Background: an optimization exercise with open tools, aiming at small area. Do not read the settings as production practice.
The RTL was checked by simulation tests, not by an equivalence proof against the original design.
Power and IR drop assume default switching activity.

`design.v`:
```
module sclk_gen #(
  parameter I2CCLK = 100,  
  parameter SYSCLK = 100   
)
(
  input	 clk,          
  input	 async_rst,    
  input	 sync_rst,     
  input	 sclk_en,      
  input	 sclk_sync,    
  output dbl_sclk,     
  output dbl_sclk_d,   
  output sclk,         
  output ticktock      
);
  parameter PRESCALE = (((SYSCLK*1000000)/(5*I2CCLK*1000))-1);
  parameter [1:0]
    STATE_CLK_HIGH = 2'b01,
    STATE_CLK_LOW  = 2'b10;
  wire [15:0] prescaleval = PRESCALE[15:0];  
  reg  [15:0] tick;      
  reg  [15:0] tock;      
  reg [1:0]   sclk_state;  
  reg         sclk_i;       
  reg         sclk_en_i;    
  reg         dbl_sclk_i;   
  reg         dbl_sclk_d_i;  
  reg         ticktock_i;   
  always @(posedge clk or negedge async_rst)
  begin : DSCLK_GEN
  	if (!async_rst) begin
  		tick       <= 16'h0001;
  		tock       <= 16'h0001;
  		ticktock_i <= 1'b0;
  		dbl_sclk_i   <= 1'b1;
  		dbl_sclk_d_i <= 1'b1;
  	end else if (sync_rst) begin
  		tick       <= 16'h0001;
  		tock       <= 16'h0001;
  		ticktock_i <= 1'b0;
  		dbl_sclk_i   <= 1'b1;
  		dbl_sclk_d_i <= 1'b1;
  	end else begin
  		if (tick == prescaleval) begin
  			tick <= 16'h0001;
  			dbl_sclk_i <= ~dbl_sclk_i;
  		end else if (tick == (prescaleval/2)) begin
  			tick <= tick+1;
  			dbl_sclk_i <= ~dbl_sclk_i;
  		end else begin
  			tick <= tick+1;
  			dbl_sclk_i <= dbl_sclk_i;		
  		end
  		dbl_sclk_d_i <= dbl_sclk_i;
  		ticktock_i <= 1'b0;
        if (tick == tock) begin
  	      ticktock_i <= 1'b1;
        end
        if (sclk_sync == 1'b1) begin
          tock <= tick;
        end
  	end
  end
  always @(posedge clk or negedge async_rst)
  begin : SCLK_GEN
    if (!async_rst) begin
      sclk_state <= STATE_CLK_HIGH;
      sclk_en_i  <= 1'b0;
      sclk_i     <= 1'b0;
    end else if (sync_rst) begin
      sclk_state <= STATE_CLK_HIGH;
      sclk_en_i  <= 1'b0;
      sclk_i     <= 1'b0;
    end else begin
      if (dbl_sclk_i == 1'b1 && dbl_sclk_d_i == 1'b0) begin
        sclk_en_i <= sclk_en;
        case (sclk_state)
          STATE_CLK_HIGH :
          begin
            if (sclk_en_i == 1'b1) begin
              sclk_state <= STATE_CLK_LOW;
              sclk_i     <= 1'b0;
            end else begin
              sclk_state <= STATE_CLK_HIGH;
              sclk_i     <= 1'b1;
            end
          end
          STATE_CLK_LOW :
          begin
            sclk_state <= STATE_CLK_HIGH;
            sclk_i     <= 1'b1;
          end
          default :
          begin
            sclk_state <= STATE_CLK_HIGH;
          end
        endcase
      end
    end
  end
  assign sclk       = sclk_i;
  assign dbl_sclk   = dbl_sclk_i;
  assign dbl_sclk_d = dbl_sclk_d_i;
  assign ticktock   = ticktock_i;
endmodule
module ser2par_gen #(
  parameter width = 16
)
(
  input	        clk,        
  input         dbl_sclk,   
  input         dbl_sclk_d, 
  input	        async_rst,  
  input	        sync_rst,   
  input	        ser2par_en, 
  input	        ser_in,     
  output [15:0] par_out,    
  output        valid       
);
  reg [15:0] par_data;
  reg [3:0]  bit_cntr;
  reg        validout;
  always @(posedge clk or negedge async_rst)
  begin
    if (!async_rst) begin
      par_data <= 16'h0000;
      bit_cntr <= 4'b0000;
      validout <= 1'b0;
    end else if (sync_rst) begin
      par_data <= 16'h0000;
      bit_cntr <= 4'b0000;
      validout <= 1'b0;
    end else begin
      if (dbl_sclk == 1'b0 && dbl_sclk_d == 1'b1) begin
        if(ser2par_en == 1'b1) begin
          par_data[15:1] <= par_data[14:0];
          par_data[0]    <= ser_in;
          if(bit_cntr == 4'b1111) begin
            bit_cntr <= 4'b0000;
            validout <= 1'b1;
          end else begin
            bit_cntr <= bit_cntr+1;
            validout <= 1'b0;
          end
        end
      end
    end
  end
  assign valid   = validout;
  assign par_out = par_data;
endmodule
module TWireSerIntrfc #(
  parameter I2CCLK = 100,  
  parameter SYSCLK = 100,  
  parameter [7:0] SLAVE_RD_ADDR = 8'h21,  
  parameter [7:0] SLAVE_WR_ADDR = 8'h20   
)
(
  input         clk,        
  input         async_rst,  
  input         sync_rst,   
  input         rw,         
  input         valid_in,   
  input  [15:0] reg_addr,   
  input  [15:0] data_in,    
  output        valid_out,  
  output [15:0] data_out,   
  output        busy,       
  output        error,      
  input         SDA_I,   
  output        SDA_O,   
  output        SDA_T,   
  output        SCL      
);
  parameter [23:0]
    WAIT_VALID           = 24'h000001,
    INIT_WRITE_START     = 24'h000002, 
    SEND_WRITE_START     = 24'h000004,
    SEND_WRITE_ADDR      = 24'h000008,
    RECV_WRITE_ADDR_ACK  = 24'h000010,
    SEND_HI_REG_ADDR     = 24'h000020,
    RECV_HI_REG_ADDR_ACK = 24'h000040,
    SEND_LO_REG_ADDR     = 24'h000080,
    RECV_LO_REG_ADDR_ACK = 24'h000100,
    SEND_HI_DATA         = 24'h000200,
    RECV_HI_DATA_ACK     = 24'h000400,
    SEND_LO_DATA         = 24'h000800,
    RECV_LO_DATA_ACK     = 24'h001000,
    STOP                 = 24'h002000,
    I2C_ERROR            = 24'h004000,
    INIT_READ_START      = 24'h008000,
    SEND_READ_START      = 24'h010000,
    SEND_READ_ADDR       = 24'h020000,
    RECV_READ_ADDR_ACK   = 24'h040000,
    RECV_HI_DATA         = 24'h080000,
    SEND_HI_DATA_ACK     = 24'h100000,
    RECV_LO_DATA         = 24'h200000,
    SEND_LO_DATA_NACK    = 24'h400000;
  reg  [23:0] i2c_state;       
  reg  [23:0] i2c_prev_state;  
  reg  [23:0] i2c_next_state;
  reg         bit_cntr_rst;   
  reg  [2:0]  bit_cntr;  
  wire        ticktock;           
  reg         sclk_sync;   
  wire        dbl_sclk;           
  wire        dbl_sclk_d;         
  wire        sclk;               
  reg         sclk_en;     
  reg         sdata;       
  reg         tdata;       
  reg         ser2par_en;       
  reg         ser2par_en_sync;  
  wire        i2c_valid_out;
  reg         i2c_valid_out_d;
  reg         validout;
  reg  [1:0]  valid;
  reg         i2c_valid_in;
  reg         i2c_failed;
  reg         busy0;      
  reg         busy1;      
  reg         sda_i_d;    
  sclk_gen #(
    I2CCLK,
    SYSCLK
  )
  u_sclk_gen
  (
    .clk       (clk),
    .async_rst (async_rst),
    .sync_rst  (sync_rst),
    .sclk_en   (sclk_en),
    .sclk_sync (sclk_sync),
    .dbl_sclk  (dbl_sclk),
    .dbl_sclk_d(dbl_sclk_d),
    .sclk      (sclk),
    .ticktock  (ticktock)
  );
  ser2par_gen u_ser2par_gen
  (
    .clk       (clk),
    .dbl_sclk  (dbl_sclk),
    .dbl_sclk_d(dbl_sclk_d),
    .async_rst (async_rst),
    .sync_rst  (sync_rst),
    .ser2par_en(ser2par_en_sync),
    .ser_in    (SDA_I),
    .valid     (i2c_valid_out),
    .par_out   (data_out)		
  );
  always @(posedge clk or negedge async_rst)
  begin : IN_OUT_VALID_HANDLER
    if (!async_rst) begin
      i2c_valid_out_d <= 1'b0;
      validout     <= 1'b0;
      i2c_valid_in <= 1'b0;
      sclk_sync    <= 1'b0;
      ser2par_en_sync <= 1'b0;
    end else if (sync_rst) begin
      i2c_valid_out_d <= 1'b0;
      validout     <= 1'b0;
      i2c_valid_in <= 1'b0;
      sclk_sync    <= 1'b0;
      ser2par_en_sync <= 1'b0;
    end else begin
      if (ser2par_en && sclk) begin
        ser2par_en_sync <= 1'b1;
      end else begin
        ser2par_en_sync <= 1'b0;
      end
      sclk_sync <= 1'b0;
      valid = {valid_in,i2c_valid_in};
      case(valid)
        2'b00 : 
        begin
          i2c_valid_in <= 1'b0;
        end
        2'b01 : 
        begin
          if (ticktock == 1'b1) begin
            i2c_valid_in <= 1'b0;
          end else begin
            i2c_valid_in <= 1'b1;
          end
        end
        2'b10 :
        begin
          i2c_valid_in <= 1'b1;
          sclk_sync <= 1'b1;
        end
        default : 
        begin
          i2c_valid_in <= i2c_valid_in;
        end
      endcase
      if (i2c_valid_out == 1'b1) begin
        if (i2c_valid_out_d == 1'b0) begin
          validout <= 1'b1;
        end else begin
          validout <= 1'b0;
        end
        i2c_valid_out_d <= 1'b1;
      end else begin
        validout <= 1'b0;
        i2c_valid_out_d <= 1'b0;
      end
    end
  end  
  always @(posedge clk or negedge async_rst)
  begin : SER_BIT_CNTR_HANDLER
    if (!async_rst) begin
      bit_cntr    <= 8'h07;
    end else if (sync_rst) begin
      bit_cntr    <= 8'h07;
    end else begin
      if (dbl_sclk == 1'b0 && dbl_sclk_d == 1'b1) begin
        if (bit_cntr_rst == 1'b1) begin
          bit_cntr <= 8'h07;
        end else if ((i2c_state == i2c_prev_state) && (sclk == 1'b0)) begin
          if (bit_cntr == 8'h00) begin
            bit_cntr <= 8'h07;
          end else begin
            bit_cntr <= bit_cntr-1;
          end
        end
      end
    end
  end  
  always @(posedge clk or negedge async_rst)
  begin : SYNC_FAILURE_GEN
    if (!async_rst) begin
      i2c_failed <= 1'b0;
    end else if (sync_rst) begin
      i2c_failed <= 1'b0;
    end else begin
      if (dbl_sclk == 1'b0 && dbl_sclk_d == 1'b1) begin
        case(i2c_state)
          WAIT_VALID : 
          begin
            i2c_failed <= i2c_failed;
          end
          I2C_ERROR : 
          begin
            i2c_failed <= 1'b1;
          end
          default : 
          begin
            i2c_failed <= 1'b0;
          end
        endcase
      end
    end
  end  
  always @(posedge clk or negedge async_rst)
  begin : BUSY_GEN
    if (!async_rst) begin
      busy1 <= 1'b0;
    end else if (sync_rst) begin
      busy1 <= 1'b0;
    end else begin
      if (i2c_state == WAIT_VALID) begin
        if (valid_in == 1'b1) begin
          busy1 <= 1'b1;
        end else begin
          busy1 <= busy1;
        end
      end else begin
        busy1 <= 1'b0;
      end
    end
  end  
  always @(posedge clk or negedge async_rst)
  begin : MAIN_FSM
    if (!async_rst) begin
      i2c_state  <= WAIT_VALID;
      i2c_prev_state <= WAIT_VALID;
      sda_i_d    <= 1'b1;
    end else if (sync_rst) begin
      i2c_state  <= WAIT_VALID;
      i2c_prev_state <= WAIT_VALID;
      sda_i_d    <= 1'b1;
    end else begin
      if (dbl_sclk == 1'b0 && dbl_sclk_d == 1'b1) begin
        i2c_prev_state <= i2c_state;
        i2c_state      <= i2c_next_state;
         sda_i_d <= SDA_I;
      end
    end
  end  
  always @(*)
  begin : FSM_COMBO
    case(i2c_state)
      WAIT_VALID : 
      begin
        if (i2c_valid_in == 1'b1) begin
          i2c_next_state = INIT_WRITE_START;
        end else begin
          i2c_next_state = WAIT_VALID;
        end
      end
      INIT_WRITE_START : 
      begin
        i2c_next_state = SEND_WRITE_START;
      end
      SEND_WRITE_START :
      begin
        i2c_next_state = SEND_WRITE_ADDR;
      end
      SEND_WRITE_ADDR :
      begin
        if (bit_cntr == 8'h00 && sclk == 1'b0) begin
          i2c_next_state = RECV_WRITE_ADDR_ACK;
        end else begin
          i2c_next_state = SEND_WRITE_ADDR;
        end
      end
      RECV_WRITE_ADDR_ACK :
      begin
        if (sclk == 1'b0) begin
          if (sda_i_d == 1'b0) begin
            i2c_next_state = SEND_HI_REG_ADDR;
          end else begin
            i2c_next_state = I2C_ERROR;
          end 
        end else begin
          i2c_next_state = RECV_WRITE_ADDR_ACK;
        end 
      end
      SEND_HI_REG_ADDR :
      begin
        if ( bit_cntr == 8'h00 && sclk == 1'b0 )	begin
          i2c_next_state = RECV_HI_REG_ADDR_ACK;
        end else begin
          i2c_next_state = SEND_HI_REG_ADDR;
        end 
      end
      RECV_HI_REG_ADDR_ACK :
      begin
        if ( sclk == 1'b0 ) begin
          if ( sda_i_d == 1'b0 ) begin
            i2c_next_state = SEND_LO_REG_ADDR;
          end else begin
            i2c_next_state = I2C_ERROR;
          end 
        end else begin
          i2c_next_state = RECV_HI_REG_ADDR_ACK;
        end 
      end
      SEND_LO_REG_ADDR :
      begin
        if ( bit_cntr == 8'h00 && sclk == 1'b0 ) begin
          i2c_next_state = RECV_LO_REG_ADDR_ACK;
        end else begin
          i2c_next_state = SEND_LO_REG_ADDR;
        end 
      end
      RECV_LO_REG_ADDR_ACK :
      begin
        if ( sclk == 1'b0 ) begin
          if ( sda_i_d == 1'b0 ) begin
            if ( rw == 1'b1 ) begin
              i2c_next_state = INIT_READ_START;
            end else begin
              i2c_next_state = SEND_HI_DATA;
            end 
          end else begin
            i2c_next_state = I2C_ERROR;
          end 
        end else begin
          i2c_next_state = RECV_LO_REG_ADDR_ACK;
        end 
      end
      SEND_HI_DATA :
      begin
        if ( bit_cntr == 8'h00 && sclk == 1'b0 ) begin
          i2c_next_state = RECV_HI_DATA_ACK;
        end else begin
          i2c_next_state = SEND_HI_DATA;
        end 
      end
      RECV_HI_DATA_ACK :
      begin
        if ( sclk == 1'b0 ) begin
          if ( sda_i_d == 1'b0 ) begin
            i2c_next_state = SEND_LO_DATA;
          end else begin
            i2c_next_state = I2C_ERROR;
          end 
        end else begin
          i2c_next_state = RECV_HI_DATA_ACK;
        end 
      end
      SEND_LO_DATA :
      begin
        if ( bit_cntr == 8'h00 && sclk == 1'b0 ) begin
          i2c_next_state = RECV_LO_DATA_ACK;
        end else begin
          i2c_next_state = SEND_LO_DATA;
        end 
      end
      RECV_LO_DATA_ACK :
      begin
        if ( sclk == 1'b0 ) begin
          if ( sda_i_d == 1'b0 ) begin
            i2c_next_state = STOP;
          end else begin
            i2c_next_state = I2C_ERROR;
          end 
        end else begin
          i2c_next_state = RECV_LO_DATA_ACK;
        end 
      end
      INIT_READ_START :
      begin
        i2c_next_state = SEND_READ_START;
      end
      SEND_READ_START :
      begin
        i2c_next_state = SEND_READ_ADDR;
      end
      SEND_READ_ADDR :
      begin
        if ( bit_cntr == 8'h00 && sclk == 1'b0 ) begin
          i2c_next_state = RECV_READ_ADDR_ACK;
        end else begin
          i2c_next_state = SEND_READ_ADDR;
        end 
      end
      RECV_READ_ADDR_ACK :
      begin
        if ( sclk == 1'b0 ) begin
          if ( sda_i_d == 1'b0 ) begin
            i2c_next_state = RECV_HI_DATA;
          end else begin
            i2c_next_state = I2C_ERROR;
          end 
        end else begin
          i2c_next_state = RECV_READ_ADDR_ACK;
        end 
      end
      RECV_HI_DATA :
      begin
        if ( bit_cntr == 8'h00 && sclk == 1'b0 ) begin
          i2c_next_state = SEND_HI_DATA_ACK;
        end else begin
          i2c_next_state = RECV_HI_DATA;
        end 
      end
      SEND_HI_DATA_ACK :
      begin
        if ( sclk == 1'b0 ) begin
          i2c_next_state = RECV_LO_DATA;
        end else begin
          i2c_next_state = SEND_HI_DATA_ACK;
        end 
      end
      RECV_LO_DATA :
      begin
        if ( bit_cntr == 8'h00 && sclk == 1'b0 ) begin
          i2c_next_state = SEND_LO_DATA_NACK;
        end else begin
          i2c_next_state = RECV_LO_DATA;
        end 
      end
      SEND_LO_DATA_NACK :
      begin
        if ( sclk == 1'b0 ) begin
          i2c_next_state = STOP;
        end else begin
          i2c_next_state = SEND_LO_DATA_NACK;
        end 
      end
      STOP :
      begin
        i2c_next_state = WAIT_VALID;
      end
      I2C_ERROR :
      begin
        i2c_next_state = WAIT_VALID;
      end
      default : 
      begin
        i2c_next_state = WAIT_VALID;
      end
    endcase		  
  end  
  always @(*)
  begin : FSM_OUTPUT
    case(i2c_state)
      WAIT_VALID : 
      begin
        busy0         = 1'b0;
        sdata         = 1'b1;
        tdata         = 1'b1;
        bit_cntr_rst  = 1'b1;
        sclk_en       = 1'b0;
        ser2par_en    = 1'b0;
      end
      INIT_WRITE_START : 
      begin
        busy0         = 1'b1;
        sdata         = 1'b1; 
        tdata         = 1'b1;
        bit_cntr_rst  = 1'b1; 
        sclk_en       = 1'b1; 
        ser2par_en    = 1'b0;
      end
      SEND_WRITE_START : 
      begin
        busy0         = 1'b1;
        sdata         = 1'b0; 
        tdata         = 1'b0;
        bit_cntr_rst  = 1'b1; 
        sclk_en       = 1'b1; 
        ser2par_en    = 1'b0;
      end
      SEND_WRITE_ADDR : 
      begin
        busy0         = 1'b1;
        sdata         = SLAVE_WR_ADDR[bit_cntr]; 
        tdata         = 1'b0;
        bit_cntr_rst  = 1'b0; 
        sclk_en       = 1'b1; 
        ser2par_en    = 1'b0;
      end
      RECV_WRITE_ADDR_ACK : 
      begin
        busy0         = 1'b1;
        sdata         = 1'b1; 
        tdata         = 1'b1;
        bit_cntr_rst  = 1'b1; 
        sclk_en       = 1'b1; 
        ser2par_en    = 1'b0;
      end
      SEND_HI_REG_ADDR : 
      begin
        busy0         = 1'b1;
        sdata         = reg_addr[bit_cntr+8]; 
        tdata         = 1'b0;
        bit_cntr_rst  = 1'b0; 
        sclk_en       = 1'b1; 
        ser2par_en    = 1'b0;
       end
      RECV_HI_REG_ADDR_ACK : 
      begin
        busy0         = 1'b1;
        sdata         = 1'b1; 
        tdata         = 1'b1;
        bit_cntr_rst  = 1'b1; 
        sclk_en       = 1'b1; 
        ser2par_en    = 1'b0;
      end
      SEND_LO_REG_ADDR : 
      begin
        busy0         = 1'b1;
        sdata         = reg_addr[bit_cntr]; 
        tdata         = 1'b0;
        bit_cntr_rst  = 1'b0; 
        sclk_en       = 1'b1; 
        ser2par_en    = 1'b0;
      end
      RECV_LO_REG_ADDR_ACK : 
      begin
        busy0         = 1'b1;
        sdata         = 1'b1; 
        tdata         = 1'b1;
        bit_cntr_rst  = 1'b1; 
        sclk_en       = 1'b1; 
        ser2par_en    = 1'b0;
      end
      SEND_HI_DATA : 
      begin
        busy0         =  1'b1;
        sdata         =  data_in[bit_cntr+8]; 
        tdata         = 1'b0;
        bit_cntr_rst  = 1'b0; 
        sclk_en       = 1'b1; 
        ser2par_en    = 1'b0;
      end
      RECV_HI_DATA_ACK : 
      begin
        busy0         = 1'b1;
        sdata         = 1'b1; 
        tdata         = 1'b1;
        bit_cntr_rst  = 1'b1; 
        sclk_en       = 1'b1; 
        ser2par_en    = 1'b0;
      end
      SEND_LO_DATA : 
      begin
        busy0         = 1'b1;
        sdata         = data_in[bit_cntr]; 
        tdata         = 1'b0;
        bit_cntr_rst  = 1'b0; 
        sclk_en       = 1'b1; 
        ser2par_en    = 1'b0;
      end
      RECV_LO_DATA_ACK : 
      begin
        busy0         = 1'b1;
        sdata         = 1'b1; 
        tdata         = 1'b1;
        bit_cntr_rst  = 1'b1; 
        sclk_en       = 1'b1; 
        ser2par_en    = 1'b0;
      end
      INIT_READ_START : 
      begin
        busy0         = 1'b1;
        sdata         = 1'b1; 
        tdata         = 1'b1;
        bit_cntr_rst  = 1'b1; 
        sclk_en       = 1'b1; 
        ser2par_en    = 1'b0;
      end
      SEND_READ_START : 
      begin
        busy0         = 1'b1;
        sdata         = 1'b0; 
        tdata         = 1'b0;
        bit_cntr_rst  = 1'b1; 
        sclk_en       = 1'b1; 
        ser2par_en    = 1'b0;
      end
      SEND_READ_ADDR : 
      begin
        busy0         = 1'b1;
        sdata         = SLAVE_RD_ADDR[bit_cntr]; 
        tdata         = 1'b0;
        bit_cntr_rst  = 1'b0; 
        sclk_en       = 1'b1; 
        ser2par_en    = 1'b0;
      end
      RECV_READ_ADDR_ACK : 
      begin
        busy0         = 1'b1;
        sdata         = 1'b1; 
        tdata         = 1'b1;
        bit_cntr_rst  = 1'b1; 
        sclk_en       = 1'b1; 
        ser2par_en    = 1'b0;
      end
      RECV_HI_DATA : 
      begin
        busy0         = 1'b1;
        sdata         = 1'b1; 
        tdata         = 1'b1;
        bit_cntr_rst  = 1'b0; 
        sclk_en       = 1'b1; 
        ser2par_en    = 1'b1;
      end
      SEND_HI_DATA_ACK : 
      begin
        busy0         = 1'b1;
        sdata         = 1'b0; 
        tdata         = 1'b0;
        bit_cntr_rst  = 1'b1; 
        sclk_en       = 1'b1; 
        ser2par_en    = 1'b0;
      end
      RECV_LO_DATA : 
      begin
        busy0         = 1'b1;
        sdata         = 1'b1; 
        tdata         = 1'b1;
        bit_cntr_rst  = 1'b0; 
        sclk_en       = 1'b1; 
        ser2par_en    = 1'b1;
      end
      SEND_LO_DATA_NACK : 
      begin
        busy0         = 1'b1;
        sdata         = 1'b1; 
        tdata         = 1'b0;
        bit_cntr_rst  = 1'b1; 
        sclk_en       = 1'b1; 
        ser2par_en    = 1'b0;
      end
      STOP : 
      begin
        busy0         = 1'b1;
        sdata         = 1'b0; 
        tdata         = 1'b0;
        bit_cntr_rst  = 1'b1; 
        sclk_en       = 1'b0; 
        ser2par_en    = 1'b0;
      end
      I2C_ERROR : 
      begin
        busy0         = 1'b1;
        sdata         = 1'b0; 
        tdata         = 1'b0;
        bit_cntr_rst  = 1'b1; 
        sclk_en       = 1'b0; 
        ser2par_en    = 1'b0;
      end
      default : 
      begin
        busy0         = 1'b1;
        sdata         = 1'b1; 
        tdata         = 1'b1;
        bit_cntr_rst  = 1'b1;
        sclk_en       = 1'b0;
        ser2par_en    = 1'b0;
      end
    endcase
  end  
  assign valid_out = validout;
  assign error = i2c_failed;
  assign busy  = busy0 | busy1;
  assign SCL   = sclk;
  assign SDA_O = sdata;
  assign SDA_T = tdata; 
endmodule
```
`run.sh`:
```
#!/bin/bash
# synth_recipe.tcl (not shown) runs the flow's synth.tcl, then flattens the netlist and writes it again
# the make line also repeats each setting of config.mk as NAME=value (left out here)
make -C /OpenROAD-flow-scripts/flow DESIGN_CONFIG=/design/flow/config.mk WORK_HOME=/design/flow/orfs CLKGATE_MAP_FILE= SYNTH_SCRIPT=/design/flow/synth_recipe.tcl finish
```
`config.mk`:
```
export PLATFORM = sky130hd
export DESIGN_NAME = TWireSerIntrfc
export DESIGN_NICKNAME = TWireSerIntrfc
export VERILOG_FILES = /design/flow/design.v
export SDC_FILE = /design/flow/constraint.sdc
export NUM_CORES = 4
export LEC_CHECK = 0
export CAP_MARGIN = 20
export CORE_MARGIN = 2
export CORE_UTILIZATION = 40
export SLEW_MARGIN = 20
```
`constraint.sdc`:
```
create_clock -name core_clock -period 10.0 [get_ports {clk}]
set_input_delay 2.0000 -clock core_clock [delete_from_list [all_inputs] [get_ports {clk}]]
set_output_delay 2.0000 -clock core_clock [all_outputs]
set_load 0.01 [all_outputs]
```
==> run notes <==
Synthesized-area fraction occupied by and/or/nand/nor cells -> 20.6%
Placer congestion estimate -> 0.998
Chain of cells forming the critical path -> nor4_1 > nand3_2 > nor4_4 > mux4_2 > mux4_2 > nor2b_1 > a31o_1 > clkdlybuf4s50_1
Proportion of synthesized flip-flops having asynchronous set or reset -> 100%
Buffer count from post-CTS setup fixing -> 0
Top cells by area, synth -> dfrtp_1 (42%), a22o_1 (6.0%), xor2_1 (5.6%)
Main combinational cell family by area after synthesis -> simple AND/OR/NAND/NOR gates
Area overhead of the layout relative to synthesis -> 20.0%
Most used DFF post-synth -> dfrtp_1
WL per Instance -> 18.0 microns
Synth cell count leaders -> dfrtp_1 (106), nor2_1 (59), nand2_1 (52)
Total global routing overflow -> 0
Average via count per standard cell -> 5.70
Setup Viol. Count Final -> 0
Type of element launching the critical path -> flip-flop
Gate count after technology mapping -> 636
Maximum root-to-sink buffer count -> 2
Portion of netlist area occupied by mux cells -> 4.51%
Antenna Diode Count -> 0
Post-layout net count -> 718
Chip height -> 129 microns
Post-route minimum period -> 6.23 ns
Highest fanout seen on the critical path -> 9
Clock latency on the worst-skew pair -> 0.41 ns
Outcome -> finished clean
Number of nets with antenna violations after detailed routing -> 0
Initial DRC Count -> 326
Die extent in x -> 129 microns
DRT Wirelength -> 16.2 mm
Adder-cell share of the synthesized area -> 1.39%
Achievable frequency -> 0.160 GHz
Setup_tns -> 0 ns
Portion of the clock cycle consumed by the worst path in the final layout -> 62.3%
Clock Sink Count -> 117
CTS buffer count -> 17
Power density relative to cell area -> 147 nW/um^2
Largest net degree at the start of global routing -> 68
Slew of the pin with the lowest slew margin -> 0.920 ns
Vias in the first global route -> 5038
Input/output buffers -> 59
Post-detailed-route DRC marker count -> 0
Family of cells with the greatest summed delay on the critical path -> simple AND/OR/NAND/NOR gates
WP buf/inv -> 1
Sequential area share after synthesis -> 46.7%
Max-cap violation count -> 0
Number of detailed-route iterations in the first pass -> 5
Data required time of the critical path -> 8.00 ns
First-pass GRT wire length -> 26.6 mm
Average cell area after synthesis -> 9.91 sq um
Initial cell density of the core -> 41.1%
Largest stage delay on the critical path -> 0.68 ns
Post-synth cell types -> 63
Type of the worst min-delay path -> reg -> reg
WS Path Type -> reg -> out
Vias after detailed routing -> 5112
VDD IR-drop max -> 0.000115 V
Gates resized, CTS repair -> 0
Type of element capturing the critical path -> output pin
Quantity of hold-fixing buffers added after cts -> 0
Compound-Gate Fraction of Synth Area -> 15.3%
Area of placed instances -> 7020 sq um
Worst Path Arrival -> 4.23 ns
Overall global routing resource usage -> 20.4%
Count of flip-flops with a built-in enable after synthesis -> 0
Clock H-tree levels -> 4
Non-Filler Cell Area, Final -> 7560 sq um
Hold Vio Cnt, Final -> 0
Share of post-route cells with drive strength above 1 -> 10.5%
CTS tree -> yes
Std-Cell Core Area -> 15300 sq um
R2r setup slk -> 6.76 ns
Post-Synthesis Cell Area -> 6300 sq um
Number of pins exceeding their max-slew limit in the final report -> 0
Top-level I/O count -> 60
Area fraction of the dominant cell type after synthesis -> 42.1%
Total die area -> 16800 sq um
Xor/xnor cell area share of the yosys netlist -> 7.65%
Leakage power figure -> 0.00337 uW
Final setup skew -> 0.0103 ns
Critical path's most frequent cell -> mux4_2
CTS root buf -> clkbuf_16
Library cell with the largest summed area after synthesis -> dfrtp_1
Critical Path Slowest Stage Cell -> nor4_4
Remaining max-slew budget at the tightest pin -> 38.7%
Standard-cell row count -> 45
Setup repair after global routing missed its margin -> false
Count of state elements after synthesis -> 117
Clock Pin Slew Worst Setup and Hold Paths -> 0.05 ns
Top-count cell post-synth -> dfrtp_1
Net Count, Synth -> 681
Yosys warnings -> 3
Initial antenna violation count -> 0
HPWL reported at the end of detailed placement -> 11.2 mm
-- layout by cell type (no fill, tap or decap), types with 4 or more instances in the layout --
master             n
nor3_1            16
a22oi_1            7
inv_1             13
nand3_1           23
nand4_1            9
clkinv_2           6
nor2b_1           11
and3_1             5
clkdlybuf4s50_1   58
ha_1               7
nand3b_1           4
or3_1              6
xor2_1            40
dfstp_2           11
mux4_2             5
buf_4              8
mux2i_1           16
clkbuf_1           4
clkbuf_16         17
nand2b_1          11
a21oi_1           10
dfrtp_1          106
a22o_1            43
nor4_1            26
xnor2_1           15
or2_2              5
nor2_1            57
nand2_1           52
o21ai_0           30
o22a_1             6
-- routing by layer --
layer	GRT usage (%)	vias up	wire length, microns
li1	-	2390	-
met2	30.4	151	7180
met3	3.67	18	933
met5	0	-	0
met1	29.8	2553	7800
met4	7.65	0	247
-- power by group --
group / internal, uW / total, uW / switching, uW
clock: 346 / 557 / 212
sequential: 479 / 486 / 6.95
combinational: 29.8 / 69.6 / 39.8
total: 854 / 1110 / 259
-- layout make-up --
class | count | area [sq um]
well taps | 211 | 264
multi-input cells | 458 | 3120
fillers | 1437 | 7760
clock buffers | 22 | 454
flip-flops and latches | 117 | 2940
inverters | 13 | 48.8
clock inverters | 10 | 85.1
repair buffers | 66 | 641
-- final timing paths --
| kind | from | to | cells after the start |
|---|---|---|---|
| min reg2reg | i2c_valid_out_d | validout | 1 |
| max | i2c_state[5] | SDA_O | 8 |
| max in group asynchronous | async_rst | i2c_valid_out_d | 2 |
| min in group asynchronous | async_rst | i2c_state[18] | 1 |
| min | i2c_valid_out_d | validout | 1 |
| max reg2reg | i2c_state[5] | bit_cntr[2] | 7 |
-- registers in the layout, summed over array words and instances (netlist names) --
signal                   cells
u_sclk_gen.tick             16
validout                     1
i2c_valid_in                 1
ser2par_en_sync              1
bit_cntr                     3
sda_i_d                      1
u_sclk_gen.dbl_sclk_i        1
i2c_failed                   1
u_sclk_gen.sclk_i            1
u_sclk_gen.sclk_state        2
sclk_sync                    1
u_ser2par_gen.validout       1
u_sclk_gen.tock             16
busy1                        1
u_ser2par_gen.bit_cntr       4
i2c_valid_out_d              1
i2c_state                   23
u_sclk_gen.dbl_sclk_d_i      1
u_sclk_gen.ticktock_i        1
u_sclk_gen.sclk_en_i         1
i2c_prev_state              23
u_ser2par_gen.par_data      16
-- cells by family (layout without fill, tap and decap cells) --
kind of cell / count (synthesis) / after routing
compound gates: 128 / 128
xor+xnor: 55 / 55
fa+ha+maj: 7 / 7
buf+inv: 61 / 111
flops: 117 / 117
mux: 22 / 22
simple gates: 246 / 246
-- per-stage QoR --
stage | cells | util (%) | setup slack (ns) | hold slack (ns) | power [uW]
2_1_floorplan | 636 | - | 4.77 | 0.378 | 526
3_3_place_gp | 865 | 45.8 | 3.85 | 0.384 | 563
3_5_place_dp | 865 | 45.8 | 3.84 | 0.392 | 564
4_1_cts | 897 | 49.3 | 3.76 | 0.412 | 1130
5_1_grt | 897 | 49.3 | 3.62 | 0.442 | 1160
6_report | 897 | 49.3 | 3.77 | 0.406 | 1110

[static timing again, ports no longer ideal]
No port has a modelled driver above. Below, the same layout with a new extraction and two added sets of constraints. Step 1 (the two cells are an assumption about what drives the block):
set clk [get_ports {clk}]
set_driving_cell -lib_cell sky130_fd_sc_hd__clkbuf_16 $clk
set_driving_cell -lib_cell sky130_fd_sc_hd__buf_2 [delete_from_list [all_inputs] $clk]
Step 2 moves the port delays by t, midway between the first and last clock arrival at a register: inputs arrive t later, outputs are due t later. That takes back most of the time a late clock gives input paths. Three values: ideal, step 1, step 2; two values: the first two.
shift t [ns]: 0.451
setup WS [ns]: 3.768 / 3.726 / 3.820
clock arrival spread, ns: 0.011 / 0.011
worst register clock-pin slew, ns: 0.06 / 0.06
pins driven straight from the clock port: 1
After both steps this run still meets setup and hold. For this run, drivers alone change the setup slack by -0.042 ns; drivers and shift together by +0.052 ns.
